This design comes from an exercise in tuning for small area, a short achievable clock period and few clock cycles on the open sky130 flow, not from production work. Only simulation tests tie the RTL to the original design; equivalence was not proved.

## flow/design.v

```verilog
`timescale 1ns/1ps
module kf_top
#(parameter W=24, parameter FRAC=14, parameter NR=40, parameter ADDRW=6)
(
  input              clk,
  input              rst_n,
  input              start,
  input  [W-1:0]     data_in,
  output reg         ready,
  output [W-1:0]     result_out,
  output reg         au_done
);
  reg sLOAD, sM1, sM2, sOP1, sOP2, sDI, sDIV, sM3, sM4, sOP4;
  reg [2:0]  lc;           
  reg [1:0]  mcnt;         
  reg        mfirst;       
  reg        px;           
  reg        dfirst;       
  reg [3:0]  dcnt;         
  reg        accs;         
  reg        qtop2;        
  reg [23:0] PHI, Q, R, X, Y, AR;
  reg [36:0] ACC;
  reg [23:0] REM;
  reg [11:0] BSEL;         
  assign result_out = Q;           
  function [1:0] top_chunk;
    input [22:0] v;
    begin
      if      (|v[22:15]) top_chunk = 2'd2;
      else if (|v[14:7])  top_chunk = 2'd1;
      else                top_chunk = 2'd0;
    end
  endfunction
  function [11:0] booth;
    input [8:0] c;
    integer k;
    begin
      for (k = 0; k < 4; k = k + 1) begin
        booth[3*k]   = c[2*k+1] ^ c[2*k];                                   
        booth[3*k+1] = (c[2*k+2] & ~c[2*k+1] & ~c[2*k]) |
                       (~c[2*k+2] & c[2*k+1] & c[2*k]);                     
        booth[3*k+2] = c[2*k+2] & ~(c[2*k+1] & c[2*k]);                     
      end
    end
  endfunction
  function [8:0] chunk;
    input [22:0] v;
    input [1:0]  i;
    begin
      case (i)
        2'd0:    chunk = {v[7:0], 1'b0};
        2'd1:    chunk = v[15:7];
        default: chunk = {1'b0, v[22:15]};
      endcase
    end
  endfunction
  wire [23:0] am  = {1'b0, AR[22:0]};
  wire [23:0] am2 = {AR[22:0], 1'b0};
  wire [23:0] row [0:3];
  wire [3:0]  ng;
  genvar gk;
  generate
    for (gk = 0; gk < 4; gk = gk + 1) begin : brow
      assign ng[gk]  = BSEL[3*gk+2];
      assign row[gk] = (({24{BSEL[3*gk]}} & am) | ({24{BSEL[3*gk+1]}} & am2)) ^ {24{ng[gk]}};
    end
  endgenerate
  wire [36:0] acc_sh = mfirst ? 37'd0 : {ACC[28:0], 8'd0};
  wire [36:0] op0 = {12'd0, ~ng[0], row[0]};
  wire [36:0] op1 = {10'd0, ~ng[1], row[1], 2'd0};
  wire [36:0] op2 = {8'd0,  ~ng[2], row[2], 4'd0};
  wire [36:0] op3 = {6'd0,  ~ng[3], row[3], 6'd0};
  wire [36:0] opn = {30'd0, ng[3], 1'b0, ng[2], 1'b0, ng[1], 1'b0, ng[0]};
  localparam [36:0] SEXT = 37'h1FAB000000;    
  wire [36:0] msum  = acc_sh + op0 + op1 + op2 + op3 + opn + SEXT;
  wire [22:0] mprod = msum[36:14];
  wire        m3div  = sDIV & ((dcnt == 4'd5 & qtop2) | dcnt == 4'd1);
  wire        mP     = sM1 | sM2 | sM4 | px;           
  wire        mB     = mP | m3div | sM3;
  wire        mlast  = (mP & (mcnt == 2'd0)) | sM3;
  wire [1:0]  ptop   = top_chunk(PHI[22:0]);
  wire        mstart  = (sLOAD & (lc == 3'd5)) | ((sM1 | sM2 | sM3) & (mcnt == 2'd0));
  wire [1:0]  cidx    = mstart ? ptop : mcnt - 2'd1;
  reg  [8:0]  bchunk;
  always @* begin
    if (sDIV)
      case (dcnt)
        4'd6:    bchunk = {1'b0, Y[22:15]};
        4'd2:    bchunk = Y[15:7];
        default: bchunk = {Y[7:2], qb1, qb0, 1'b0};
      endcase
    else
      bchunk = chunk(PHI[22:0], cidx);
  end
  wire [11:0] bnext   = booth(bchunk);
  wire        a_prod = sOP1 | sOP4;
  wire        b_q    = sOP1 | sOP2;
  wire        sub_op = sDIV;
  wire [23:0] sa_in  = a_prod ? {accs, ACC[36:14]} : (sOP2 ? R : Y);
  wire [23:0] sb_in  = b_q ? Q : X;
  wire [23:0] smres;
  smadd SMA (.a(sa_in), .b({sb_in[23] ^ sub_op, sb_in[22:0]}), .y(smres));
  wire        dz   = ~|R[22:0];    
  wire [22:0] dmag = dz ? 23'h7FFFFE : R[22:0];
  wire [24:0] t1  = {1'b0, REM} - {2'b0, dmag};
  wire        b1  = ~t1[24];
  wire [23:0] r1  = b1 ? {t1[22:0], 1'b0} : {REM[22:0], 1'b0};
  wire [24:0] t2  = {1'b0, r1} - {2'b0, dmag};
  wire        b2  = ~t2[24];
  wire [22:0] rv  = b2 ? t2[22:0] : r1[22:0];
  wire        dsm = ~dz && (R[22:6] == 17'd0) && (!R[5] || R[4:0] == 5'd0);
  wire        qb1 = dsm ? ~dfirst : b1;
  wire        qb0 = dsm | b2;
  wire [22:0] qr     = Q[22:0] | R[22:0];
  wire        dfast  = (Q[23] == R[23]) && (|qr[22:6]);
  wire        pxdone = !px || mcnt == 2'd0;
  reg  [3:0]  fm;
  always @* begin
    if      (|qr[22:21]) fm = 4'd10;
    else if (|qr[20:19]) fm = 4'd9;
    else if (|qr[18:17]) fm = 4'd8;
    else if (|qr[16:15]) fm = 4'd7;
    else if (|qr[14:13]) fm = 4'd6;
    else if (|qr[12:11]) fm = 4'd5;
    else if (|qr[10:9])  fm = 4'd4;
    else if (|qr[8:7])   fm = 4'd3;
    else                 fm = 4'd2;
  end
  reg [23:0] finit;
  always @* begin
    finit = 24'd0;
    finit[{fm, 1'b1}] = 1'b1;
  end
  always @(posedge clk) begin
    if (mB) ACC <= msum;
    BSEL <= bnext;
    if (sOP2 | sDI) begin
      REM  <= (sOP2 & dfast) ? finit : 24'd32;
      dcnt <= (sOP2 & dfast) ? 4'd13 - fm : 4'd11;
    end else begin
      REM  <= {rv, 1'b0};
      dcnt <= dcnt - 4'd1;
    end
  end
  always @(posedge clk) begin
    if (!rst_n) begin
      ready <= 1'b1; au_done <= 1'b0;
      sLOAD <= 1'b0; sM1 <= 1'b0; sM2 <= 1'b0; sOP1 <= 1'b0; sOP2 <= 1'b0;
      sDI <= 1'b0; sDIV <= 1'b0; sM3 <= 1'b0; sM4 <= 1'b0; sOP4 <= 1'b0;
      px <= 1'b0; lc <= 3'd0; mfirst <= 1'b0; mcnt <= 2'd0;
    end else begin
      au_done <= 1'b0;
      if (mB) begin
        mfirst <= mlast;
        if (mP && mcnt != 2'd0) mcnt <= mcnt - 2'd1;
      end
      if (px && mcnt == 2'd0) begin
        px <= 1'b0;
        X  <= {X[23] ^ PHI[23], mprod};
      end
      if (ready && start) begin
        ready <= 1'b0; sLOAD <= 1'b1; lc <= 3'd1;
      end
      if (sLOAD) begin
        lc <= lc + 3'd1;
        case (lc)
          3'd1: PHI <= data_in;
          3'd2: Q   <= data_in;
          3'd3: R   <= data_in;
          3'd4: X   <= data_in;
          default: begin
            AR <= data_in;
            sLOAD <= 1'b0; sM1 <= 1'b1;
            mcnt <= ptop; mfirst <= 1'b1;
          end
        endcase
      end
      if (sM1) begin
        if (mfirst) Y <= data_in;
        if (mcnt == 2'd0) begin
          AR <= {AR[23] ^ PHI[23], mprod};
          sM1 <= 1'b0; sM2 <= 1'b1;
          mcnt <= ptop;
        end
      end
      if (sM2 && mcnt == 2'd0) begin
        accs <= AR[23] ^ PHI[23];
        AR   <= X;
        sM2 <= 1'b0; sOP1 <= 1'b1;
        mcnt <= ptop; px <= 1'b1;
      end
      if (sOP1) begin
        Q <= smres;
        sOP1 <= 1'b0; sOP2 <= 1'b1;
      end
      if (sOP2) begin
        R    <= smres;
        sOP2 <= 1'b0;
        dfirst <= 1'b1;
        qtop2 <= ~dfast | (fm <= 4'd6);
        if (pxdone) begin
          AR   <= Q;                   
          sDIV <= 1'b1;
        end else
          sDI <= 1'b1;                 
      end
      if (sDI) begin
        AR     <= Q;
        qtop2  <= 1'b1;
        sDI <= 1'b0; sDIV <= 1'b1;
      end
      if (sDIV) begin
        if (dfirst) begin
          PHI <= smres;                
          Y   <= 24'd0;
        end
        Y[{dcnt, 1'b1}] <= qb1;
        Y[{dcnt, 1'b0}] <= qb0;
        dfirst <= 1'b0;
        if (dcnt == 4'd0) begin
          sDIV <= 1'b0; sM3 <= 1'b1;
        end
      end
      if (sM3) begin
        AR   <= {Q[23] ^ R[23], mprod};    
        mcnt <= ptop;                      
        sM3 <= 1'b0; sM4 <= 1'b1;
      end
      if (sM4 && mcnt == 2'd0) begin
        accs <= AR[23] ^ PHI[23];
        sM4 <= 1'b0; sOP4 <= 1'b1;
      end
      if (sOP4) begin
        Q <= smres;
        ready <= 1'b1; au_done <= 1'b1;
        sOP4 <= 1'b0;
      end
    end
  end
endmodule
module smadd(input [23:0] a, input [23:0] b, output [23:0] y);
  wire        sa   = a[23];
  wire        esub = a[23] ^ b[23];
  wire [22:0] ma   = a[22:0];
  wire [22:0] yb   = b[22:0] ^ {23{esub}};
  wire [22:0] g0   = ma & yb;
  wire [22:0] p0   = ma ^ yb;
  wire [22:0] g [0:5];
  wire [22:0] p [0:5];
  assign g[0] = g0; assign p[0] = p0;
  genvar l, i;
  generate
    for (l = 0; l < 5; l = l + 1) begin : lv
      for (i = 0; i < 23; i = i + 1) begin : bt
        if ((i >> l) & 1) begin : cmb
          localparam integer j = ((i >> l) << l) - 1;
          assign g[l+1][i] = g[l][i] | (p[l][i] & g[l][j]);
          assign p[l+1][i] = p[l][i] & p[l][j];
        end else begin : pas
          assign g[l+1][i] = g[l][i];
          assign p[l+1][i] = p[l][i];
        end
      end
    end
  endgenerate
  wire [22:0] G = g[5];
  wire [22:0] P = p[5];
  wire [22:0] c0 = {G[21:0], 1'b0};
  wire [22:0] c1 = {G[21:0] | P[21:0], 1'b1};
  wire [22:0] s0 = p0 ^ c0;
  wire [22:0] s1 = p0 ^ c1;
  wire        gt = G[22];              
  wire        eq = P[22];              
  reg  [23:0] r;
  always @* begin
    if (!esub)
      r = {sa & (|ma | |b[22:0]), gt ? 23'h7FFFFF : s0};
    else if (gt | eq)
      r = {sa & gt, s1};
    else
      r = {~sa, ~s0};
  end
  assign y = r;
endmodule
```

## flow/run.sh

```bash
#!/bin/bash
# synth_recipe.tcl (not shown) runs the flow's synth.tcl, then flattens the netlist and writes it again
# the make line also repeats each setting of config.mk as NAME=value (left out here)
make -C /OpenROAD-flow-scripts/flow DESIGN_CONFIG=/design/flow/config.mk WORK_HOME=/design/flow/orfs CLKGATE_MAP_FILE= SYNTH_SCRIPT=/design/flow/synth_recipe.tcl finish
```

## flow/config.mk

```make
export PLATFORM = sky130hd
export DESIGN_NAME = kf_top
export DESIGN_NICKNAME = kf_top
export VERILOG_FILES = /design/flow/design.v
export SDC_FILE = /design/flow/constraint.sdc
export NUM_CORES = 4
export LEC_CHECK = 0
export ABC_AREA = 1
export CAP_MARGIN = 20
export CORE_MARGIN = 2
export CORE_UTILIZATION = 40
export PLACE_DENSITY = 0.6
export SETUP_SLACK_MARGIN = 5
export SLEW_MARGIN = 20
export SYNTH_HIERARCHICAL = 1
```

## flow/constraint.sdc

```tcl
create_clock -name core_clock -period 10.0 [get_ports {clk}]
set_input_delay 2.0000 -clock core_clock [delete_from_list [all_inputs] [get_ports {clk}]]
set_output_delay 2.0000 -clock core_clock [all_outputs]
set_load 0.01 [all_outputs]
```

==> results_dict.tcl, run 1 <==
set metrics [dict create \
    status "finished clean" \
    dieHeight_um 251 \
    root_buffer "clkbuf_16" \
    grt_max_degree 63 \
    crit_arrival_ps 5490 \
    vias_per_cell 5.81 \
    cts_made_buffers 30 \
    synth_area_leader_cell "edfxtp_1" \
    synth_top_area_share_pct 22.6 \
    grt_pass1_vias 22700 \
    crit_path_end_kind "register" \
    setup_viol_count_final 0 \
    vias 24900 \
    n_antenna_cell 0 \
    synth.distinct_cells 70 \
    floorplan.initialDensity_pct 40.5 \
    async_flop_share_pct 0 \
    synth_area_leaders "edfxtp_1 23%, nand2_1 9.8%, ha_1 8.2%" \
    cp_top_family "adder cells" \
    worst-path-buf-inv 13 \
    drive_gt1_share_pct 17.7 \
    cts_tree "yes" \
    min_period_over_period_pct 51.6 \
    io_buffers 52 \
    wirelength_um 100000 \
    max_freq_ghz 0.194 \
    cts_num_sinks 242 \
    cpMostUsedCell "buf_4" \
    required_ps 10340 \
    tightest_slew_ps 1020 \
    area_growth_pct 21.6 \
    die_w_um 251 \
    yosys_warnings 8 \
    first_pass_iters 8 \
    maxCapViolations 0 \
    grt_antenna_before_repair 0 \
    whs_ps 477 \
    clk_latency_ps 590 \
    path_class "reg2reg" \
    post_drt_wl_per_cell_um 23.3 \
    gp_congestion 1.01 \
    slew_headroom_pct 31.5 \
    worstHoldPathType "reg2reg" \
    grt_pass1_wl_um 145000 \
    postRouteAntennaNets 0 \
    critPathMaxFanout 7 \
    yosysSeqAreaShare_pct 27.4 \
    slowest_delay_ps 560 \
    regToRegSetupSlack_ps 4840 \
    finalHoldViolations 0 \
    grt_util_all_layers_pct 30.1 \
    fin_tns_setup_ps 0 \
    fin_nets 3742 \
    rsz0062_at_grt "yes" \
    synth_edf_count 184 \
    syn_area_per_cell_sq_um 7.32 \
    clockBufferDepth 3 \
    num_rows 90 \
    hpwlAfterDp_um 72300 \
    slew_viol_final 0 \
    finClkSkew_ps 13.6 \
    grt-ovfl-total 0 \
    pin_count 53 \
    h-tree-depth 1 \
    start_kind "register" \
    drc 0 \
    synth_area_sq_mm 0.0244 \
    slowest_stage "fa_1" \
    post-route-min-period_ps 5160 \
    die_area_sq_mm 0.0631 \
    ys.flop_type "edfxtp_1" \
    netlist_instances 3341 \
    drtIter0Drc 3179 \
    ys_ff_latch 242 \
    clk_pin_slew_ps 60 \
    coreArea_sq_mm 0.0604 \
]
area by class of cell:
| type | count | area [sq um] |
|---|---|---|
| fillers | 5916 | 30600 |
| flip-flops and latches | 242 | 6710 |
| clock buffers | 38 | 842 |
| repair buffers | 225 | 2040 |
| multi-input cells | 2453 | 16800 |
| repair inverters | 10 | 71.3 |
| inverters | 522 | 2060 |
| well taps | 782 | 978 |
| clock inverters | 18 | 229 |
state kept, by name, summed over array words and instances, names as in the netlist, 23 cells and up:
signal and flops:
REM 23, AR 24, ACC 37, X 24, PHI 24, Q 24, Y 24, R 24
modules after synthesis (local to each module, per instance):
module	times used	flip-flops and latches	cells inside	cell area [sq um]
kf_top	1	242	2891	21900
smadd	1	0	450	2560
worst register-to-register path, delay by kind of cell (launching register included):
kind / cells / cell delay, ps
xor+xnor: 2 / 280
flops: 1 / 370
simple gates: 5 / 320
fa+ha+maj: 4 / 1840
buf+inv: 13 / 1520
compound gates: 5 / 590
cell families (layout without fill, tap and decap cells):
family | count (synthesis) | in the layout | share of synthesized area, %
AO/OA/AOI/OAI | 743 | 743 | 17.7
adder cells (fa/ha/maj) | 231 | 231 | 14.0
XOR/XNOR | 209 | 209 | 7.49
flip-flops | 242 | 242 | 27.4
buffers and inverters | 654 | 813 | 10.3
multiplexers | 16 | 16 | 0.732
AND/OR/NAND/NOR | 1246 | 1254 | 22.4
final timing paths:
| kind | end | start | depth (start not counted) |
|---|---|---|---|
| setup reg to reg | AR[1]$_DFFE_PP_ | BSEL[1]$_DFF_P_ | 29 |
| setup / recovery | AR[1]$_DFFE_PP_ | BSEL[1]$_DFF_P_ | 29 |
| hold / removal | sM4$_SDFFE_PP0P_ | sM4$_SDFFE_PP0P_ | 2 |
| hold reg to reg | sM4$_SDFFE_PP0P_ | sM4$_SDFFE_PP0P_ | 2 |
routing by layer:
layer | track usage, % | vias to the layer above | part of all wire [%] | routed length, um
met2 | 44.7 | 1450 | 42 | 42200
met1 | 41.6 | 11700 | 41 | 40700
met5 | 0 | - | 0 | 0
met4 | 17.4 | 0 | 6.8 | 6830
met3 | 4.79 | 272 | 10 | 10300
li1 | - | 11500 | - | -
cells in the mapped netlist (7+ instances only):
| master | number |
|---|---|
| a221oi_1 | 9 |
| nor3_1 | 39 |
| nor2_4 | 8 |
| nand2_2 | 37 |
| o2111ai_1 | 7 |
| nand3_1 | 112 |
| nand3_4 | 7 |
| or2_2 | 19 |
| inv_1 | 497 |
| inv_2 | 7 |
| buf_1 | 8 |
| nand3_2 | 11 |
| a21oi_1 | 168 |
| a31oi_1 | 48 |
| o211ai_1 | 16 |
| o21ai_1 | 26 |
| nand2_1 | 640 |
| o21ai_0 | 264 |
| edfxtp_1 | 184 |
| xor2_1 | 180 |
| clkinv_1 | 17 |
| fa_1 | 70 |
| ha_1 | 161 |
| mux2_2 | 15 |
| xnor2_1 | 29 |
| clkbuf_1 | 109 |
| o221ai_1 | 8 |
| o22ai_1 | 126 |
| dfxtp_1 | 58 |
| nand4_1 | 30 |
| a32o_1 | 9 |
| o31ai_1 | 7 |
| nor2_1 | 296 |
| nor4_1 | 24 |
timing repair:
| item | CTS | global route |
|---|---|---|
| endpoints found under the setup margin | 167 | 160 |
| gates cloned | 14 | 7 |
| resized for setup | 148 | 230 |
| buffers inserted | 74 | 61 |
| pin swaps | 40 | 79 |
| hold buffers | 0 | 0 |
stage by stage:
step                      setup WS (ps)  area [sq um]  std cells  util [%]
after floorplan                    5000         24400       3341         -
after global placement             3610         25700       4078      42.5
after detailed placement           3550         25700       4078      42.5
after CTS                          4860         28000       4222      46.4
after global routing               4520         29700       4290      49.2
final                              4840         29700       4290      49.2
layout by cell type, fill, tap and decap left out, types with 18 or more instances in the layout:
cell,count
a21oi_1,142
a21oi_2,24
a31oi_1,46
buf_4,148
clkbuf_16,33
clkdlybuf4s50_1,51
clkinvlp_4,26
dfxtp_1,50
edfxtp_1,184
fa_1,69
ha_1,120
ha_4,35
inv_1,460
inv_2,25
nand2_1,604
nand2_2,66
nand3_1,110
nand4_1,30
nor2_1,279
nor2_4,19
nor3_1,36
nor4_1,24
o21ai_0,241
o21ai_1,41
o22ai_1,105
or2_2,18
xnor2_1,24
xor2_1,165
Testbench counts, summed over its fixed seeds: cycles 7,763.
==> run 2: changes to the inputs <==
--- a/flow/design.v
+++ b/flow/design.v
@@ -25,3 +25,3 @@
   reg [11:0] BSEL;         
-  assign result_out = Q;           
+  assign result_out = X;
   function [1:0] top_chunk;
@@ -57,21 +57,5 @@
   endfunction
-  wire [23:0] am  = {1'b0, AR[22:0]};
-  wire [23:0] am2 = {AR[22:0], 1'b0};
-  wire [23:0] row [0:3];
-  wire [3:0]  ng;
-  genvar gk;
-  generate
-    for (gk = 0; gk < 4; gk = gk + 1) begin : brow
-      assign ng[gk]  = BSEL[3*gk+2];
-      assign row[gk] = (({24{BSEL[3*gk]}} & am) | ({24{BSEL[3*gk+1]}} & am2)) ^ {24{ng[gk]}};
-    end
-  endgenerate
   wire [36:0] acc_sh = mfirst ? 37'd0 : {ACC[28:0], 8'd0};
-  wire [36:0] op0 = {12'd0, ~ng[0], row[0]};
-  wire [36:0] op1 = {10'd0, ~ng[1], row[1], 2'd0};
-  wire [36:0] op2 = {8'd0,  ~ng[2], row[2], 4'd0};
-  wire [36:0] op3 = {6'd0,  ~ng[3], row[3], 6'd0};
-  wire [36:0] opn = {30'd0, ng[3], 1'b0, ng[2], 1'b0, ng[1], 1'b0, ng[0]};
-  localparam [36:0] SEXT = 37'h1FAB000000;    
-  wire [36:0] msum  = acc_sh + op0 + op1 + op2 + op3 + opn + SEXT;
+  wire [36:0] msum;
+  mulstep MUL (.acc(acc_sh), .a(AR[22:0]), .bsel(BSEL), .sum(msum));
   wire [22:0] mprod = msum[36:14];
@@ -105,8 +89,5 @@
   wire [22:0] dmag = dz ? 23'h7FFFFE : R[22:0];
-  wire [24:0] t1  = {1'b0, REM} - {2'b0, dmag};
-  wire        b1  = ~t1[24];
-  wire [23:0] r1  = b1 ? {t1[22:0], 1'b0} : {REM[22:0], 1'b0};
-  wire [24:0] t2  = {1'b0, r1} - {2'b0, dmag};
-  wire        b2  = ~t2[24];
-  wire [22:0] rv  = b2 ? t2[22:0] : r1[22:0];
+  wire        b1, b2;
+  wire [22:0] rv;
+  divstep DIVS (.r(REM), .d(dmag), .b1(b1), .b2(b2), .rv(rv));
   wire        dsm = ~dz && (R[22:6] == 17'd0) && (!R[5] || R[4:0] == 5'd0);
@@ -234,3 +215,3 @@
       if (sOP4) begin
-        Q <= smres;
+        X <= smres;
         ready <= 1'b1; au_done <= 1'b1;
@@ -285 +266,29 @@
 endmodule
+module mulstep(input [36:0] acc, input [22:0] a, input [11:0] bsel, output [36:0] sum);
+  wire [23:0] am  = {1'b0, a};
+  wire [23:0] am2 = {a, 1'b0};
+  wire [23:0] row [0:3];
+  wire [3:0]  ng;
+  genvar gk;
+  generate
+    for (gk = 0; gk < 4; gk = gk + 1) begin : brow
+      assign ng[gk]  = bsel[3*gk+2];
+      assign row[gk] = (({24{bsel[3*gk]}} & am) | ({24{bsel[3*gk+1]}} & am2)) ^ {24{ng[gk]}};
+    end
+  endgenerate
+  wire [36:0] op0 = {12'd0, ~ng[0], row[0]};
+  wire [36:0] op1 = {10'd0, ~ng[1], row[1], 2'd0};
+  wire [36:0] op2 = {8'd0,  ~ng[2], row[2], 4'd0};
+  wire [36:0] op3 = {6'd0,  ~ng[3], row[3], 6'd0};
+  wire [36:0] opn = {30'd0, ng[3], 1'b0, ng[2], 1'b0, ng[1], 1'b0, ng[0]};
+  localparam [36:0] SEXT = 37'h1FAB000000;    
+  assign sum = acc + op0 + op1 + op2 + op3 + opn + SEXT;
+endmodule
+module divstep(input [23:0] r, input [22:0] d, output b1, output b2, output [22:0] rv);
+  wire [24:0] t1  = {1'b0, r} - {2'b0, d};
+  assign      b1  = ~t1[24];
+  wire [23:0] r1  = b1 ? {t1[22:0], 1'b0} : {r[22:0], 1'b0};
+  wire [24:0] t2  = {1'b0, r1} - {2'b0, d};
+  assign      b2  = ~t2[24];
+  assign      rv  = b2 ? t2[22:0] : r1[22:0];
+endmodule
==> run 2 against run 1 <==
Compared with the run above:
- non-clock buffer count decreased by 38
- sequential cell count is the same
- area after synthesis up 9.1%
- wire length is 10% higher
- clock skew rose by 25 ps
- first-iteration DRC count increased by 24%
- maximum frequency up 5.0%
- final area increased by 5.5%
- highest routed layer is now met5
==> results_dict.tcl, run 2 <==
set metrics [dict create \
    status "finished clean" \
    reg2reg_from "BSEL[3]$_DFF_P_" \
    finalHoldViolations 0 \
    cts_tree "yes" \
    hpwlAfterDp_um 82200 \
    tightest_slew_ps 1080 \
    post_drt_wl_per_cell_um 22.7 \
    area_growth_pct 17.6 \
    rsz0062_at_grt "yes" \
    clk_pin_slew_ps 70 \
    yosys_warnings 9 \
    placement.cell_area_sq_mm 0.0279 \
    root_buffer "clkbuf_16" \
    startpoint "BSEL[3]$_DFF_P_" \
    place_ws_ps 3320 \
    slowest_stage "fa_1" \
    ys_top_cells_by_count "963 x nand2_1, 650 x inv_1, 272 x o21ai_0" \
    finClkSkew_ps 38.4 \
    whs_ps 491 \
    synth.distinct_cells 66 \
    synth_area_leaders "edfxtp_1 21%, nand2_1 14%, inv_1 9.1%" \
    slew_viol_final 0 \
    yosysSeqAreaShare_pct 25.1 \
    crit_arrival_ps 5400 \
    vias 27600 \
    top_register "ACC" \
    grt_antenna_before_repair 2 \
    pin_count 53 \
    worstHoldPathType "reg2reg" \
    cp_cell_sequence "clkinvlp_4 > buf_4 > o22ai_2 > xor2_2 > fa_1 > fa_1 > inv_1 > fa_1 > inv_1 > ha_4 > nand2_2 > nor2_1 > nand2_1 > nand2_2 > nand2_1 > nand2_2 > xor2_1 > inv_1 > o21ai_0 > a21oi_1 > a21oi_1" \
    layout_common_cells "926 x nand2_1, 613 x inv_1, 259 x o21ai_0" \
    setup_viol_count_final 0 \
    coreArea_sq_mm 0.0659 \
    rr_worst_depth 21 \
    nFillCells 6684 \
    wl_met3_um 13200 \
    cts_num_sinks 242 \
    min_period_over_period_pct 49.1 \
    io_buffers 52 \
    min-delay-start "sM4$_SDFFE_PP0P_" \
    regToRegSetupSlack_ps 5090 \
    synth_top_family_by_area "simple AND/OR/NAND/NOR gates" \
    start_kind "register" \
    drc 0 \
    ys_ff_latch 242 \
    cts_made_buffers 30 \
    ys.flop_type "edfxtp_1" \
    syn_area_per_cell_sq_um 6.92 \
    fin_nets 4243 \
    synth_top_area_share_pct 20.7 \
    grt_max_degree 63 \
    required_ps 10480 \
    clockBufferDepth 3 \
    drive_gt1_share_pct 15.7 \
    maxCapViolations 0 \
    grt_util_all_layers_pct 30.7 \
    die_w_um 262 \
    dr.max_layer_used "met5" \
    path_class "reg2reg" \
    setup_ws_ps 5090 \
    wirelength_um 110000 \
    drtIter0Drc 3945 \
    synth_simple_gate_area_share_pct 27.3 \
    grt-ovfl-total 0 \
    h-tree-depth 1 \
    async_flop_share_pct 0 \
    synth-compound-area-share_pct 15.1 \
    largest_reg_flops 37 \
    met2WireLength_um 46100 \
    slowest_delay_ps 540 \
    first_pass_iters 7 \
    final_common_cell "nand2_1" \
    die_area_sq_mm 0.0688 \
    clk_latency_ps 640 \
    cts-hold-fix-buffers 0 \
    critPathMaxFanout 5 \
    wl_met1_um 44500 \
    floorplan.initialDensity_pct 40.5 \
    synth_edf_count 184 \
    vias_per_cell 5.68 \
    final_util_pct 47.6 \
    yosysMostFrequentCell "nand2_1" \
    synthXorXnorAreaFrac_pct 6.27 \
    num_rows 94 \
    grt_pass1_wl_um 162000 \
    gp_congestion 1.02 \
    crit_path_end_kind "register" \
    muxShareOfSynthArea_pct 0.206 \
    grt_pass1_vias 25200 \
    netlist_instances 3857 \
    r2r_end "X[0]$_DFFE_PP_" \
    postRouteAntennaNets 0 \
    postLayoutCellArea_sq_mm 0.0314 \
    fin_tns_setup_ps 0 \
    max_freq_ghz 0.204 \
    synth_area_leader_cell "edfxtp_1" \
    worstHoldPathCells 1 \
    hold_end "sM4$_SDFFE_PP0P_" \
    synth-adder-area-share_pct 13.9 \
    synth_area_sq_mm 0.0267 \
    post-route-min-period_ps 4910 \
    slew_headroom_pct 27.7 \
    dieHeight_um 262 \
]
run 2: changes by cell type after synthesis, sizes merged, moves of 23 or more:
| cell | delta |
|---|---|
| o21ai | +31 |
| a31oi | -35 |
| clkbuf | -23 |
| nand2 | +348 |
| buf | +28 |
| inv | +174 |
| nand3 | +79 |
run 2: how the worst max path moves through the flow:
| stage | to | cells after the start |
|---|---|---|
| 2_1_floorplan | R[0]$_DFFE_PP_ | 3 |
| 3_3_place_gp | BSEL[0]$_DFF_P_ | 34 |
| 3_5_place_dp | BSEL[0]$_DFF_P_ | 34 |
| 4_1_cts | X[5]$_DFFE_PP_ | 19 |
| 5_1_grt | BSEL[2]$_DFF_P_ | 38 |
| 6_report | X[0]$_DFFE_PP_ | 21 |
run 2: layout make-up:
| cell class | instances | area, sq um | share of cell area [%] |
|---|---|---|---|
| antenna | 1 | 2.50 | 0.00798 |
| timing repair buffer | 187 | 1800 | 5.74 |
| multi-input combinational | 2813 | 18000 | 57.5 |
| timing repair inverter | 13 | 96.3 | 0.307 |
| inverter | 681 | 2610 | 8.32 |
| tap | 864 | 1080 | 3.45 |
| sequential | 242 | 6720 | 21.4 |
| clock buffer | 38 | 842 | 2.68 |
| clock inverter | 18 | 171 | 0.547 |
run 2: metal layers:
layer	global-route usage, %	up-vias
met5	0	-
met4	15.1	2
met3	6.64	304
met2	45.3	1726
met1	42.5	12800
li1	-	12700
run 2: critical path, delay by kind of cell (launching register included):
family	cells	cell delay [ps]
DFF	1	390
buffers and inverters	5	650
AOI/OAI and AO/OA	4	660
and+or+nand+nor	6	630
adders and majority gates	4	1820
xor gates and xnor gates	2	640
run 2: kinds of logic (layout without fill, tap and decap cells):
group / Yosys count / after routing
mux: 5 / 5
buf+inv: 818 / 937
fa+ha+maj: 248 / 248
compound gates: 706 / 706
flops: 242 / 242
other cells: 1 / 11
xor+xnor: 191 / 191
simple gates: 1646 / 1653
run 2: timing repair:
action	4_1_cts	5_1_grt
setup buffers	44	59
endpoints found under the setup margin	147	137
pin swaps	13	54
gates resized for setup	118	203
gates cloned	20	5
run 2: through the flow:
stage,cells
floorplan,3866
global placement,4672
finish,4857
CTS,4792
detailed placement,4672
global route,4856
run 2: per-module statistics from Yosys, one instance, submodules excluded:
module | cells | times used | area [sq um] | flip-flops and latches
divstep | 749 | 1 | 3790 | 0
kf_top | 1741 | 1 | 13800 | 242
mulstep | 930 | 1 | 6460 | 0
smadd | 437 | 1 | 2600 | 0
Testbench counts of run 2, summed over its fixed seeds: cycles 7,763.
==> run 3: changes to the inputs <==
==> flow/flow/run.sh (new file) <==
#!/bin/bash
set -euo pipefail
bash standard.sh SETUP_SLACK_MARGIN=6.5 finish > standard.log 2>&1
==> flow/standard.sh (new file) <==
#!/bin/bash
# synth_recipe.tcl (not shown) runs the flow's synth.tcl, then flattens the netlist and writes it again
# the make line also repeats each setting of config.mk as NAME=value (left out here)
make -C /OpenROAD-flow-scripts/flow DESIGN_CONFIG=/design/flow/config.mk WORK_HOME=/design/flow/orfs CLKGATE_MAP_FILE= SYNTH_SCRIPT=/design/flow/synth_recipe.tcl "${@:-finish}"
removed: flow/run.sh
==> run 3 against run 2 <==
Compared with the run above:
- cell count grew 5.1%
- via count grew 7.7%
- area after synthesis is the same
- first-iteration DRC count shrank 3.7%
- maximum frequency grew 3.0%
- highest routed layer unchanged
==> results_dict.tcl, run 3 <==
set metrics [dict create \
    clk_pin_slew_ps 60 \
    netlist_instances 3857 \
    postRouteAntennaNets 0 \
    yosys_warnings 9 \
    status "finished clean" \
    first_pass_iters 9 \
    grt_util_all_layers_pct 32.8 \
    vias 29700 \
    final_common_cell "nand2_1" \
    clk_latency_ps 580 \
    clockBufferDepth 3 \
    maxCapViolations 0 \
    top_register "ACC" \
    crit_arrival_ps 5180 \
    start_kind "register" \
    min_period_over_period_pct 47.7 \
    yosysMostFrequentCell "nand2_1" \
    slowest_delay_ps 400 \
    yosysSeqAreaShare_pct 25.1 \
    root_buffer "clkbuf_16" \
    setup_ws_ps 5230 \
    fin_nets 4491 \
    num_rows 94 \
    whs_ps 494 \
    synth.distinct_cells 66 \
    synth_top_area_share_pct 20.7 \
    finalNonFillerCells 5107 \
    coreArea_sq_mm 0.0659 \
    floorplan.initialDensity_pct 40.5 \
    die_w_um 262 \
    dpl.cell_count 4670 \
    grt_antenna_before_repair 3 \
    crit_path_end_kind "register" \
    critPathMaxFanout 6 \
    post_drt_wl_per_cell_um 23.9 \
    synth_area_leaders "edfxtp_1 21%, nand2_1 14%, inv_1 9.1%" \
    slew_headroom_pct 13.1 \
    pin_count 53 \
    cts_tree "yes" \
    vias_per_cell 5.82 \
    dieHeight_um 262 \
    rsz0062_at_grt "yes" \
    largest_reg_flops 37 \
    path_class "reg2reg" \
    grt_pass1_vias 27500 \
    slew_viol_final 0 \
    drc 0 \
    synth_edf_count 184 \
    io_buffers 52 \
    grt_pass1_wl_um 173000 \
    setup_viol_count_final 0 \
    tightest_slew_ps 1300 \
    cpMostUsedCell "nand2_4" \
    grt_max_degree 74 \
    ys_top_cells_by_count "963 x nand2_1, 650 x inv_1, 272 x o21ai_0" \
    ys_ff_latch 242 \
    grt-ovfl-total 0 \
    hpwlAfterDp_um 82800 \
    fin_tns_setup_ps 0 \
    finClkSkew_ps 32.9 \
    cts-hold-fix-buffers 0 \
    die_area_sq_mm 0.0688 \
    h-tree-depth 2 \
    worstHoldPathType "reg2reg" \
    syn_area_per_cell_sq_um 6.92 \
    slowest_stage "edfxtp_1" \
    post-route-min-period_ps 4770 \
    finalHoldViolations 0 \
    place_ws_ps 3890 \
    drtIter0Drc 3800 \
    synth_area_sq_mm 0.0267 \
    cts_num_sinks 242 \
    wirelength_um 122000 \
    required_ps 10410 \
    async_flop_share_pct 0 \
    layout_common_cells "696 x nand2_1, 491 x inv_1, 251 x buf_4" \
    cts_made_buffers 34 \
    drive_gt1_share_pct 36.1 \
    area_growth_pct 43.2 \
    max_freq_ghz 0.210 \
    synth_area_leader_cell "edfxtp_1" \
    ys.flop_type "edfxtp_1" \
    gp_congestion 1.01 \
]
run 3: cell count changes in the layout (fill, tap and decap cells not counted), sizes merged:
cell           change
buf              +248
clkdlybuf4s50     -23
dlygate4sd2       +21
clkinvlp          -10
clkinv             +9
inv                -5
clkbuf             +4
bufbuf             +3
dlymetal6s2s       +2
nand2              -1
nand3b             +1
nor2               +1
run 3: per-module statistics from Yosys, one instance, submodules excluded:
module   copies in the design  cells
mulstep                     1    930
smadd                       1    437
divstep                     1    749
kf_top                      1   1741
run 3: critical path: cells and delay by family (launching register included):
kind                     cells  cell delay [ps]
AO/OA/AOI/OAI                2              310
buffers and inverters        7              560
adder cells (fa/ha/maj)      2              540
flip-flops                   1              400
AND/OR/NAND/NOR             22             2780
run 3: kinds of logic after synthesis:
logic type / Yosys count / share of synthesized area, %
buffers and inverters: 818 / 12.2
flip-flops: 242 / 25.1
adder cells (fa/ha/maj): 248 / 13.9
AND/OR/NAND/NOR: 1646 / 27.3
multiplexers: 5 / 0.206
AO/OA/AOI/OAI: 706 / 15.1
other: 1 / 0.0141
XOR/XNOR: 191 / 6.27
run 3: repair_timing:
action / CTS / global route
gates cloned: 20 / 2
gates resized for setup: 765 / 481
endpoints found under the setup margin: 276 / 206
pin swaps: 320 / 296
hold endpoints to repair: 0 / 0
buffers inserted: 255 / 97
run 3: metrics by stage:
| step | util [%] | area (sq um) |
|---|---|---|
| 2_1_floorplan | - | 28200 |
| 3_3_place_gp | 44.2 | 29100 |
| 6_report | 58.0 | 38200 |
| 4_1_cts | 53.7 | 35400 |
| 5_1_grt | 58.0 | 38200 |
| 3_5_place_dp | 44.2 | 29100 |
run 3: per-layer routing:
metal,share of wire (%),wire length (um),GRT usage (%)
met5,0.022,27,0
met4,7.8,9560,18.5
met3,11,13600,6.91
met2,43,51900,49.7
met1,38,46800,43.5
run 3: final timing paths:
check / startpoint / endpoint / slack [ps] / cells after the start
max: R[6]$_DFFE_PP_ / Y[4]$_DFFE_PP_ / 5230 / 33
min: sM4$_SDFFE_PP0P_ / sM4$_SDFFE_PP0P_ / 490 / 1
max reg2reg: R[6]$_DFFE_PP_ / Y[4]$_DFFE_PP_ / 5230 / 33
min reg2reg: sM4$_SDFFE_PP0P_ / sM4$_SDFFE_PP0P_ / 490 / 1
run 3: final cells by class:
cell class	instances	area (sq um)
Sequential cell	242	6720
Timing Repair inverter	6	61.3
Clock inverter	19	141
Fill cell	5776	27700
Tap cell	864	1080
Multi-Input combinational cell	2814	22200
Antenna cell	1	2.50
Clock buffer	43	895
Timing Repair Buffer	437	4350
Inverter	681	2790
==> run 4: changes to the inputs <==
==> flow/run.sh (new file) <==
#!/bin/bash
# synth_recipe.tcl (not shown) runs the flow's synth.tcl, then flattens the netlist and writes it again
# the make line also repeats each setting of config.mk as NAME=value (left out here)
make -C /OpenROAD-flow-scripts/flow DESIGN_CONFIG=/design/flow/config.mk WORK_HOME=/design/flow/orfs CLKGATE_MAP_FILE= SYNTH_SCRIPT=/design/flow/synth_recipe.tcl finish
--- a/flow/config.mk
+++ b/flow/config.mk
@@ -10,4 +10,4 @@
 export CORE_MARGIN = 2
-export CORE_UTILIZATION = 40
-export PLACE_DENSITY = 0.6
+export CORE_UTILIZATION = 60
+export PLACE_DENSITY = 0.75
 export SETUP_SLACK_MARGIN = 5
removed: flow/flow/run.sh
removed: flow/standard.sh
==> run 4 against run 3 <==
Compared with the run above:
- sequential cell count stayed put
- core utilization is 13 points higher
==> results_dict.tcl, run 4 <==
set metrics [dict create \
    worstHoldPathCells 2 \
    grt_pass1_vias 25200 \
    ys.flop_type "edfxtp_1" \
    h-tree-depth 1 \
    synth_edf_count 184 \
    top_register "ACC" \
    vias_per_cell 6.19 \
    layout_common_cells "917 x nand2_1, 619 x inv_1, 256 x o21ai_0" \
    path_class "reg2reg" \
    cts_num_sinks 242 \
    slowest_delay_ps 510 \
    drc 0 \
    crit_arrival_ps 5330 \
    synth.distinct_cells 66 \
    post-route-min-period_ps 4980 \
    fin_nets 4237 \
    yosys_warnings 9 \
    wl_met3_um 17500 \
    regArea_sq_mm 0.00671 \
    cts_tree "yes" \
    grt_antenna_before_repair 5 \
    status "finished clean" \
    tightest_slew_ps 920 \
    die_area_sq_mm 0.0462 \
    slew_viol_final 0 \
    ys_top_cells_by_count "963 x nand2_1, 650 x inv_1, 272 x o21ai_0" \
    area_growth_pct 16.8 \
    dr.max_layer_used "met5" \
    met2WireLength_um 43700 \
    pin_count 53 \
    largest_reg_flops 37 \
    root_buffer "clkbuf_16" \
    postLayoutCellArea_sq_mm 0.0312 \
    whs_ps 487 \
    grt_pass1_wl_um 156000 \
    syn_area_per_cell_sq_um 6.92 \
    postRouteAntennaNets 0 \
    fin_tns_setup_ps 0 \
    finalNonFillerCells 4581 \
    final_common_cell "nand2_1" \
    post_drt_wl_per_cell_um 23.9 \
    wl_met1_um 41100 \
    dpl.cell_count 4398 \
    gp_congestion 1.08 \
    finalHoldViolations 0 \
    critPathMaxFanout 8 \
    multiInputGateArea_sq_mm 0.0183 \
    floorplan.initialDensity_pct 60.6 \
    start_kind "register" \
    netlist_instances 3857 \
    setup_viol_count_final 0 \
    slew_headroom_pct 38.0 \
    max_freq_ghz 0.201 \
    hpwlAfterDp_um 80100 \
    wirelength_um 110000 \
    drtIter0Drc 4452 \
    maxCapViolations 0 \
    first_pass_iters 8 \
    clk_latency_ps 630 \
    min_period_over_period_pct 49.8 \
    vias 28400 \
    ys_ff_latch 242 \
    synth_top_area_share_pct 20.7 \
    async_flop_share_pct 0 \
    required_ps 10350 \
    clk_pin_slew_ps 60 \
    placement.cell_area_sq_mm 0.0275 \
    io_buffers 52 \
    slowest_stage "fa_1" \
    worstHoldPathType "reg2reg" \
    yosysSeqAreaShare_pct 25.1 \
    cts-hold-fix-buffers 0 \
    crit_path_end_kind "register" \
    synth_area_sq_mm 0.0267 \
    rr_worst_depth 25 \
    grt_util_all_layers_pct 44.8 \
    finClkSkew_ps 41.9 \
    nFillCells 3817 \
    yosysMostFrequentCell "nand2_1" \
    dieHeight_um 215 \
    cpMostUsedCell "nand2_1" \
    grt_max_degree 79 \
    synth_area_leaders "edfxtp_1 21%, nand2_1 14%, inv_1 9.1%" \
    num_rows 77 \
    rsz0062_at_grt "yes" \
    clockBufferDepth 3 \
    drive_gt1_share_pct 15.7 \
    grt-ovfl-total 0 \
    synth_area_leader_cell "edfxtp_1" \
    die_w_um 215 \
    coreArea_sq_mm 0.0440 \
    cts_made_buffers 30 \
    final_util_pct 70.8 \
]
[run 4: cell types whose count changed in the layout (fill, tap and decap cells not counted), moves of 39 or more]
cell	change
inv_1	+128
o21ai_1	-39
nand3_1	+46
inv_4	-42
buf_6	-86
buf_4	-145
nand2_2	-108
nand2_1	+221
o21ai_0	+114
nand2_4	-86
inv_2	-81
o21ai_2	-56
[run 4: cell type report]
| class | count | area share, % |
|---|---|---|
| Sequential cell | 242 | 21.5 |
| Timing Repair Buffer | 181 | 5.52 |
| Antenna cell | 4 | 0.0321 |
| Tap cell | 592 | 2.38 |
| Multi-Input combinational cell | 2813 | 58.7 |
| Inverter | 681 | 8.41 |
| Clock buffer | 45 | 2.75 |
| Clock inverter | 10 | 0.321 |
| Timing Repair inverter | 13 | 0.325 |
[run 4: per-layer routing]
metal | up-vias | global-route usage, %
met2 | 2168 | 63.2
met5 | - | 0
met1 | 13000 | 61.8
met4 | 4 | 22.6
met3 | 477 | 13.5
li1 | 12700 | -
[run 4: final timing paths]
check	start	to	slack [ps]
hold reg to reg	ready$_SDFFE_PP1P_	ready$_SDFFE_PP1P_	490
setup reg to reg	BSEL[0]$_DFF_P_	AR[17]$_DFFE_PP_	5020
hold / removal	ready$_SDFFE_PP1P_	ready$_SDFFE_PP1P_	490
setup / recovery	BSEL[0]$_DFF_P_	AR[17]$_DFFE_PP_	5020
[run 4: kinds of logic (layout without fill, tap and decap cells)]
| family | after synthesis | in the layout | synth area share, % |
|---|---|---|---|
| buffers and inverters | 818 | 930 | 12.2 |
| multiplexers | 5 | 5 | 0.206 |
| AO/OA/AOI/OAI | 706 | 706 | 15.1 |
| AND/OR/NAND/NOR | 1646 | 1653 | 27.3 |
| other | 1 | 14 | 0.0141 |
| flip-flops | 242 | 242 | 25.1 |
| adder cells (fa/ha/maj) | 248 | 248 | 13.9 |
| XOR/XNOR | 191 | 191 | 6.27 |
[run 4: critical path, delay by kind of cell (launching register included)]
family,cells,cell delay (ps)
simple gates,11,1150
xor+xnor,1,220
flops,1,420
fa+ha+maj,4,1750
buf+inv,5,540
compound gates,4,630
[run 4: repair_timing]
action / CTS / global route
setup buffers: 37 / 64
endpoints found under the setup margin: 147 / 151
gates cloned: 17 / 6
pin swaps: 18 / 50
resized for setup: 99 / 257
[run 4: stage by stage]
step           setup WS [ps]
2_1_floorplan           5360
3_3_place_gp            3500
3_5_place_dp            3390
4_1_cts                 4960
5_1_grt                 4840
6_report                5020
[run 4: modules after synthesis (local to each module, per instance)]
module	cells	area [sq um]	flops+latches
kf_top	1741	13800	242
mulstep	930	6460	0
divstep	749	3790	0
smadd	437	2600	0
==> run 5: changes to the inputs <==
--- a/flow/design.v
+++ b/flow/design.v
@@ -25,3 +25,3 @@
   reg [11:0] BSEL;         
-  assign result_out = X;
+  assign result_out = Q;           
   function [1:0] top_chunk;
@@ -215,3 +215,3 @@
       if (sOP4) begin
-        X <= smres;
+        Q <= smres;
         ready <= 1'b1; au_done <= 1'b1;
--- a/flow/config.mk
+++ b/flow/config.mk
@@ -10,4 +10,4 @@
 export CORE_MARGIN = 2
-export CORE_UTILIZATION = 60
-export PLACE_DENSITY = 0.75
+export CORE_UTILIZATION = 40
+export PLACE_DENSITY = 0.6
 export SETUP_SLACK_MARGIN = 5
@@ -15 +15,2 @@
 export SYNTH_HIERARCHICAL = 1
+export TNS_END_PERCENT = 20
==> run 5 against run 4 <==
Compared with the run above:
- sequential cell count unchanged
- largest cell class unchanged
- clock-buffer cell count fell by 2
- synthesized cell count down 0.34%
- global-route usage down 15 points
- wire length shrank 5.6%
- maximum frequency up 2.6%
- first-iteration DRC count is 33% lower
- register-to-register slack better by 130 ps
- still clean
- final area is 2.4% lower
- non-clock buffer count decreased by 32
- sequential share of layout area grew 0.51 points
- critical endpoint is now AR[1]$_DFFE_PP_
==> results_dict.tcl, run 5 <==
set metrics [dict create \
    status "finished clean" \
    gp_congestion 0.994 \
    hold_end "sM4$_SDFFE_PP0P_" \
    slowest_stage "fa_1" \
    regArea_sq_mm 0.00671 \
    io_buffers 52 \
    multiInputGateArea_sq_mm 0.0175 \
    cts-hold-fix-buffers 0 \
    final_util_pct 46.4 \
    crit_arrival_ps 5300 \
    postLayoutCellArea_sq_mm 0.0304 \
    worstHoldPathCells 1 \
    yosysSeqAreaShare_pct 25.3 \
    post-route-min-period_ps 4850 \
    min_period_over_period_pct 48.5 \
    post_drt_wl_per_cell_um 21.5 \
    start_kind "register" \
    rsz0062_at_grt "yes" \
    grt_antenna_before_repair 3 \
    synth_area_sq_mm 0.0264 \
    cp_cell_sequence "clkinvlp_4 > buf_4 > o22ai_1 > xor2_1 > fa_1 > fa_1 > inv_1 > fa_1 > inv_1 > ha_1 > a21oi_2 > nor2_1 > nor2_2 > nand2_2 > nand2_1 > nand2_2 > xor2_2 > nand2_1 > nand3_1 > o211ai_1 > a21oi_1" \
    synth.distinct_cells 67 \
    ys_top_cells_by_count "924 x nand2_1, 655 x inv_1, 327 x nor2_1" \
    setup_ws_ps 5150 \
    grt_pass1_vias 24600 \
    whs_ps 484 \
    netlist_instances 3844 \
    cts_tree "yes" \
    grt_max_degree 74 \
    synth_area_leader_cell "edfxtp_1" \
    hpwlAfterDp_um 78300 \
    tightest_slew_ps 1250 \
    floorplan.initialDensity_pct 40.3 \
    wirelength_um 103000 \
    finClkSkew_ps 11.6 \
    first_pass_iters 5 \
    max_freq_ghz 0.206 \
    path_class "reg2reg" \
    coreArea_sq_mm 0.0655 \
    slew_viol_final 0 \
    drc 0 \
    top_register "ACC" \
    vias_per_cell 5.53 \
    postRouteAntennaNets 0 \
    die_w_um 261 \
    drive_gt1_share_pct 11.9 \
    nFillCells 6630 \
    placement.cell_area_sq_mm 0.0276 \
    r2r_end "AR[1]$_DFFE_PP_" \
    area_growth_pct 15.2 \
    critPathMaxFanout 11 \
    largest_reg_flops 37 \
    clk_pin_slew_ps 60 \
    required_ps 10450 \
    ys_ff_latch 242 \
    cts_made_buffers 29 \
    cts_num_sinks 242 \
    synth_area_leaders "edfxtp_1 21%, nand2_1 13%, inv_1 9.3%" \
    crit_path_end_kind "register" \
    worstHoldPathType "reg2reg" \
    clockBufferDepth 3 \
    fin_tns_setup_ps 0 \
    layout_common_cells "895 x nand2_1, 635 x inv_1, 307 x nor2_1" \
    regToRegSetupSlack_ps 5150 \
    syn_area_per_cell_sq_um 6.87 \
    rr_worst_depth 21 \
    yosysMostFrequentCell "nand2_1" \
    clk_latency_ps 610 \
    n_antenna_cell 0 \
    setup_viol_count_final 0 \
    min-delay-start "sM4$_SDFFE_PP0P_" \
    cp_top_family "adder cells" \
    worst-path-buf-inv 4 \
    final_common_cell "nand2_1" \
    reg2reg_from "BSEL[1]$_DFF_P_" \
    dieHeight_um 261 \
    root_buffer "clkbuf_16" \
    fin_nets 4190 \
    num_rows 94 \
    cpMostUsedCell "fa_1" \
    maxCapViolations 0 \
    h-tree-depth 1 \
    vias 26500 \
    synth_edf_count 184 \
    grt_pass1_wl_um 154000 \
    grt-ovfl-total 0 \
    async_flop_share_pct 0 \
    slew_headroom_pct 15.7 \
    drtIter0Drc 2999 \
    ys.flop_type "edfxtp_1" \
    synth_top_area_share_pct 20.9 \
    place_ws_ps 3630 \
    slowest_delay_ps 520 \
    die_area_sq_mm 0.0681 \
    yosys_warnings 9 \
    finalHoldViolations 0 \
    grt_util_all_layers_pct 29.8 \
    pin_count 53 \
]
==> run 5: cell families (layout without fill, tap and decap cells) <==
| kind of cell | after synthesis | count (layout) | share of synthesized area, % |
|---|---|---|---|
| flops | 242 | 242 | 25.3 |
| other cells | 1 | 10 | 0.0142 |
| mux | 2 | 2 | 0.0853 |
| simple gates | 1636 | 1643 | 26.9 |
| fa+ha+maj | 248 | 248 | 14.0 |
| xor+xnor | 193 | 193 | 6.40 |
| buf+inv | 815 | 893 | 12.1 |
| compound gates | 707 | 707 | 15.1 |
==> run 5: worst reg2reg max path: stages (launching register included) <==
cell and delay (ps):
dfxtp_4 430, clkinvlp_4 100, buf_4 190, o22ai_1 210, xor2_1 200, fa_1 470, fa_1 500, inv_1 50
fa_1 520, inv_1 60, ha_1 340, a21oi_2 220, nor2_1 70, nor2_2 150, nand2_2 100, nand2_1 80
nand2_2 90, xor2_2 440, nand2_1 110, nand3_1 100, o211ai_1 110, a21oi_1 160
==> run 5: per-module statistics from Yosys, one instance, submodules excluded <==
module   cells  cell area [sq um]  copies in the design
kf_top    1728              13600                     1
mulstep    930               6460                     1
divstep    749               3790                     1
smadd      437               2600                     1
==> run 5: worst max path at each step <==
stage / cells past startpoint / startpoint / slack (ps) / to
after floorplan: 36 / R[7]$_DFFE_PP_ / 5430 / BSEL[0]$_DFF_P_
after global placement: 32 / R[7]$_DFFE_PP_ / 3800 / BSEL[0]$_DFF_P_
after detailed placement: 32 / R[7]$_DFFE_PP_ / 3630 / BSEL[0]$_DFF_P_
after CTS: 24 / sOP2$_SDFF_PP0_ / 5000 / Q[1]$_DFFE_PP_
after global routing: 21 / BSEL[3]$_DFF_P_ / 4920 / AR[0]$_DFFE_PP_
final: 21 / BSEL[1]$_DFF_P_ / 5150 / AR[1]$_DFFE_PP_
==> run 5: routing by layer <==
layer | part of all wire, % | vias up | GRT usage, %
li1 | - | 12600 | -
met1 | 41 | 12500 | 40.8
met2 | 44 | 1244 | 46.2
met3 | 8.8 | 237 | 3.91
met4 | 5.5 | 2 | 14.5
met5 | 0.013 | - | 0
==> run 5: repair_timing <==
item	4_1_cts	5_1_grt
endpoints found under the hold margin	0	0
resized for setup	85	127
buffers inserted	34	35
pin swaps	11	35
endpoints found under the setup margin	129	136
cloned	15	3
==> run 5: area by class of cell <==
class                           count  share of cell area, %
Clock buffer                       43                   2.83
Clock inverter                     11                  0.403
Inverter                          679                   8.57
Multi-Input combinational cell   2803                   57.5
Sequential cell                   242                   22.0
Tap cell                          864                   3.55
Timing Repair Buffer              149                   4.79
Timing Repair inverter             11                  0.280
==> run 5: through the flow <==
stage | std cells
2_1_floorplan | 3853
3_3_place_gp | 4660
3_5_place_dp | 4661
4_1_cts | 4764
5_1_grt | 4802
6_report | 4802
Testbench counts of run 5, summed over its fixed seeds: cycles 7,763.
==> run 6: changes to the inputs <==
--- a/flow/config.mk
+++ b/flow/config.mk
@@ -15,2 +15,2 @@
 export SYNTH_HIERARCHICAL = 1
-export TNS_END_PERCENT = 20
+export TNS_END_PERCENT = 0
==> run 6 against run 5 <==
Compared with the run above:
- sequential share of layout area is 0.28 points higher
- largest cell class unchanged
- critical path type unchanged
- register-to-register slack worse by 80 ps
- sequential cell count stayed put
- wire length is 0.40% lower
- global-route usage hardly changed
==> results_dict.tcl, run 6 <==
set metrics [dict create \
    h-tree-depth 1 \
    grt_max_degree 74 \
    ys.flop_type "edfxtp_1" \
    start_kind "register" \
    die_w_um 261 \
    post_drt_wl_per_cell_um 21.6 \
    netlist_instances 3844 \
    setup_ws_ps 5070 \
    finClkSkew_ps 13.3 \
    fin_tns_setup_ps 0 \
    slowest_stage "fa_1" \
    largest_reg_flops 37 \
    slowest_delay_ps 490 \
    worstHoldPathCells 1 \
    die_area_sq_mm 0.0681 \
    regToRegSetupSlack_ps 5070 \
    met2WireLength_um 45100 \
    fin_nets 4163 \
    path_class "reg2reg" \
    grt-ovfl-total 0 \
    r2r_end "AR[4]$_DFFE_PP_" \
    gp_congestion 0.994 \
    crit_path_end_kind "register" \
    grt_pass1_wl_um 154000 \
    io_buffers 52 \
    vias 26500 \
    synth_edf_count 184 \
    root_buffer "clkbuf_16" \
    postRouteAntennaNets 0 \
    min_period_over_period_pct 49.3 \
    crit_arrival_ps 5380 \
    slew_headroom_pct 19.3 \
    tightest_slew_ps 1200 \
    dr.max_layer_used "met5" \
    worstHoldPathType "reg2reg" \
    required_ps 10460 \
    rsz0062_at_grt "yes" \
    floorplan.initialDensity_pct 40.3 \
    cts_made_buffers 29 \
    max_freq_ghz 0.203 \
    grt_util_all_layers_pct 29.7 \
    clk_latency_ps 610 \
    synth_area_leader_cell "edfxtp_1" \
    critPathMaxFanout 11 \
    first_pass_iters 6 \
    cp_top_family "adder cells" \
    vias_per_cell 5.55 \
    worst-path-buf-inv 4 \
    final_common_cell "nand2_1" \
    grt_antenna_before_repair 3 \
    coreArea_sq_mm 0.0655 \
    rr_worst_depth 19 \
    min-delay-start "sM4$_SDFFE_PP0P_" \
    wl_met3_um 8930 \
    slew_viol_final 0 \
    wirelength_um 103000 \
    ys_top_cells_by_count "924 x nand2_1, 655 x inv_1, 327 x nor2_1" \
    cp_cell_sequence "clkinvlp_4 > buf_4 > o22ai_1 > xor2_1 > fa_1 > fa_1 > inv_1 > fa_1 > inv_1 > ha_1 > nand2_2 > o21ai_0 > a21oi_1 > nand2_2 > xor2_2 > nand2_1 > nand3_1 > o211ai_1 > a21oi_1" \
    nFillCells 6689 \
    place_ws_ps 3630 \
    cts_num_sinks 242 \
    drc 0 \
    synth.distinct_cells 67 \
    area_growth_pct 13.6 \
    syn_area_per_cell_sq_um 6.87 \
    synth_top_area_share_pct 20.9 \
    drive_gt1_share_pct 10.6 \
    maxCapViolations 0 \
    yosys_warnings 9 \
    cts_tree "yes" \
    drtIter0Drc 2874 \
    reg2reg_from "BSEL[1]$_DFF_P_" \
    setup_viol_count_final 0 \
    synth_area_leaders "edfxtp_1 21%, nand2_1 13%, inv_1 9.3%" \
    finalHoldViolations 0 \
    num_rows 94 \
    status "finished clean" \
    layout_common_cells "899 x nand2_1, 641 x inv_1, 308 x nor2_1" \
    ys_ff_latch 242 \
    startpoint "BSEL[1]$_DFF_P_" \
    async_flop_share_pct 0 \
    grt_pass1_vias 24600 \
    synth_area_sq_mm 0.0264 \
    wl_met1_um 42900 \
    cpMostUsedCell "fa_1" \
    pin_count 53 \
    clockBufferDepth 3 \
    clk_pin_slew_ps 60 \
    hpwlAfterDp_um 78300 \
    dieHeight_um 261 \
    post-route-min-period_ps 4930 \
    yosysSeqAreaShare_pct 25.3 \
    top_register "ACC" \
    hold_end "sM4$_SDFFE_PP0P_" \
    yosysMostFrequentCell "nand2_1" \
]
## run 6: worst max-delay path by stage
| stage | endpoint | slack, ps | depth (start not counted) |
|---|---|---|---|
| floorplan | BSEL[0]$_DFF_P_ | 5430 | 36 |
| global placement | BSEL[0]$_DFF_P_ | 3800 | 32 |
| detailed placement | BSEL[0]$_DFF_P_ | 3630 | 32 |
| CTS | Y[2]$_DFFE_PP_ | 4990 | 35 |
| global route | BSEL[0]$_DFF_P_ | 4860 | 37 |
| finish | AR[4]$_DFFE_PP_ | 5070 | 19 |
## run 6: repair_timing
item / in CTS / in global routing
hold buffers: 0 / 0
endpoints found under the setup margin: 129 / 136
cloned: 15 / 2
resized for setup: 81 / 85
pin swaps: 10 / 22
buffers inserted: 31 / 12
## run 6: layout make-up
class                           instances  area [sq um]  share of cell area, %
Sequential cell                       242          6700                   22.3
Multi-Input combinational cell       2803         17400                   57.9
Clock buffer                           43           862                   2.87
Timing Repair Buffer                  123          1210                   4.02
Clock inverter                         11           123                  0.409
Tap cell                              864          1080                   3.60
Timing Repair inverter                 10          75.1                  0.250
Inverter                              679          2600                   8.65
Antenna cell                            1          2.50                0.00834
## run 6: per-layer routing
metal | vias to the layer above | GRT usage [%]
met5 | - | 0
met4 | 2 | 14.7
met3 | 250 | 3.91
met2 | 1281 | 46.1
met1 | 12500 | 40.8
li1 | 12500 | -
## run 6: cells by family after synthesis
logic type	synth area share, %
AO/OA/AOI/OAI	15.1
XOR/XNOR	6.40
adder cells (fa/ha/maj)	14.0
buffers and inverters	12.1
flip-flops	25.3
multiplexers	0.0853
other	0.0142
AND/OR/NAND/NOR	26.9
## run 6: through the flow
step	hold WS, ps	area [sq um]	util [%]	cells
3_3_place_gp	465	27600	42.2	4660
4_1_cts	486	29500	45.0	4761
6_report	484	30000	45.8	4776
2_1_floorplan	434	26400	-	3853
3_5_place_dp	478	27600	42.2	4661
5_1_grt	503	30000	45.8	4775
## run 6: modules after synthesis (local to each module, per instance)
module	cell area, sq um	times used	flip-flops and latches
kf_top	13600	1	242
mulstep	6460	1	0
divstep	3790	1	0
smadd	2600	1	0
==> run 7: changes to the inputs <==
--- a/flow/config.mk
+++ b/flow/config.mk
@@ -15,2 +15 @@
 export SYNTH_HIERARCHICAL = 1
-export TNS_END_PERCENT = 0
==> run 7 against run 6 <==
Compared with the run above:
- global-route usage rose by 0.054 points
- still clean on timing, DRC and antenna
- hold slack barely moved
- wire length rose by 0.55%
- largest cell class unchanged
- sequential cell count did not move
- cell count rose by 0.61%
==> results_dict.tcl, run 7 <==
set metrics [dict create \
    status "finished clean" \
    first_pass_iters 9 \
    ys_ff_latch 242 \
    top_register "ACC" \
    slew_headroom_pct 15.8 \
    largest_reg_flops 37 \
    syn_area_per_cell_sq_um 6.87 \
    cts_made_buffers 29 \
    yosysSeqAreaShare_pct 25.3 \
    rsz0062_at_grt "yes" \
    clk_latency_ps 610 \
    grt_max_degree 74 \
    grt-ovfl-total 0 \
    synth.distinct_cells 67 \
    synth_area_sq_mm 0.0264 \
    cts_tree "yes" \
    post_drt_wl_per_cell_um 21.6 \
    regToRegSetupSlack_ps 5190 \
    floorplan.initialDensity_pct 40.3 \
    clk_pin_slew_ps 60 \
    drive_gt1_share_pct 12.2 \
    finalHoldViolations 0 \
    postRouteAntennaNets 0 \
    cts_num_sinks 242 \
    vias_per_cell 5.56 \
    yosysMostFrequentCell "nand2_1" \
    critPathMaxFanout 11 \
    ys_top_cells_by_count "924 x nand2_1, 655 x inv_1, 327 x nor2_1" \
    drtIter0Drc 2989 \
    drc 0 \
    die_area_sq_mm 0.0681 \
    fin_tns_setup_ps 0 \
    reg2reg_from "BSEL[1]$_DFF_P_" \
    coreArea_sq_mm 0.0655 \
    synth_edf_count 184 \
    grt_pass1_vias 24600 \
    use_met2_pct 46.3 \
    finalNonFillerCells 4805 \
    start_kind "register" \
    worstHoldPathType "reg2reg" \
    max_freq_ghz 0.208 \
    setup_viol_count_final 0 \
    dpl.cell_count 4661 \
    netlist_instances 3844 \
    finClkSkew_ps 18.7 \
    wirelength_um 104000 \
]
run 7: cell counts after synthesis:
No cell type changed its count.
run 7: worst max-delay path, stage by stage, from the launching register on:
cell and delay [ps]:
dfxtp_4 410, clkinvlp_4 90, buf_4 180, o22ai_2 220
xor2_1 210, fa_1 450, fa_1 490, inv_1 60
fa_1 510, inv_1 50, ha_1 340, nand2_2 120
inv_2 50, a21oi_2 180, nand3_2 160, nand2_1 110
nand2_2 100, nand2_1 110, nand2_1 60, nand2_1 100
nand2_4 100, o211ai_1 190, nand2_1 80, o211ai_1 100
nand2_1 70
run 7: repair_timing:
action,in CTS,in global routing
endpoints found under the hold margin,0,0
buffers inserted,34,37
pin swaps,11,38
resized for setup,85,142
gates cloned,16,2
hold buffers,0,0
setup endpoints to repair,129,126
run 7: cell type report:
type	count	area [sq um]
Tap cell	864	1080
Inverter	679	2610
Timing Repair Buffer	151	1490
Fill cell	6618	35000
Multi-Input combinational cell	2803	17600
Timing Repair inverter	11	85.1
Antenna cell	1	2.50
Clock inverter	11	123
Clock buffer	43	862
Sequential cell	242	6710
run 7: Yosys stat by module (local to each module, per instance):
module   times used  flops+latches  cells inside
divstep           1              0           749
smadd             1              0           437
mulstep           1              0           930
kf_top            1            242          1728
run 7: routing by layer:
metal | vias up | wire length (um) | part of all wire [%]
li1 | 12600 | - | -
met1 | 12600 | 43000 | 41
met2 | 1287 | 45600 | 44
met3 | 257 | 9110 | 8.8
met4 | 2 | 5870 | 5.7
met5 | - | 13 | 0.013
run 7: worst max path at each step:
stage	start	endpoint	slack, ps	cells after the start
after floorplan	R[7]$_DFFE_PP_	BSEL[0]$_DFF_P_	5430	36
after global placement	R[7]$_DFFE_PP_	BSEL[0]$_DFF_P_	3800	32
after detailed placement	R[7]$_DFFE_PP_	BSEL[0]$_DFF_P_	3630	32
after CTS	R[7]$_DFFE_PP_	Y[2]$_DFFE_PP_	5000	35
after global routing	R[6]$_DFFE_PP_	BSEL[0]$_DFF_P_	4950	36
final	BSEL[1]$_DFF_P_	AR[22]$_DFFE_PP_	5190	24
run 7: kinds of logic (layout without fill, tap and decap cells):
kind of cell,count (synthesis),count (layout),synth area share [%]
fa+ha+maj,248,248,14.0
flops,242,242,25.3
buf+inv,815,895,12.1
simple gates,1636,1643,26.9
mux,2,2,0.0853
other cells,1,11,0.0142
xor+xnor,193,193,6.40
compound gates,707,707,15.1
run 7: metrics by stage:
step                cell area (sq um)  util, %
floorplan                       26400        -
global placement                27600     42.2
detailed placement              27600     42.2
CTS                             29600     45.2
global route                    30500     46.6
finish                          30500     46.6

## port drivers added, routing unchanged
The flow's constraints put no driver on any port. The routed layouts listed below were extracted and timed again, unchanged, in two steps. Step 1 assumes that a clkbuf_16 drives the clock port and a buf_2 every other input. Step 2 moves the port delays by t, midway between the first and last clock arrival at a register: inputs arrive t later, outputs are due t later. That takes back most of the time a late clock gives input paths. Three values: ideal, step 1, step 2; two values: the first two.
| run | t (ns) | setup WS [ns] | hold slack, ns | pins driven straight from the clock port |
|---|---|---|---|---|
| run 1 | 0.649 | 4.843 / 4.843 / 4.843 | 0.477 / 0.477 / 0.477 | 1 |
| run 2 | 0.684 | 5.087 / 5.087 / 5.087 | 0.491 / 0.491 / 0.491 | 1 |
| run 3 | 0.625 | 5.229 / 5.229 / 5.229 | 0.494 / 0.494 / 0.494 | 1 |
| run 4 | 0.676 | 5.021 / 5.021 / 5.021 | 0.487 / 0.487 / 0.487 | 1 |
| run 5 | 0.664 | 5.149 / 5.149 / 5.149 | 0.484 / 0.484 / 0.484 | 1 |
| run 6 | 0.667 | 5.073 / 5.073 / 5.073 | 0.484 / 0.484 / 0.484 | 1 |
| run 7 | 0.671 | 5.193 / 5.193 / 5.193 | 0.483 / 0.483 / 0.483 | 1 |
After both steps setup and hold are still met in every run listed.
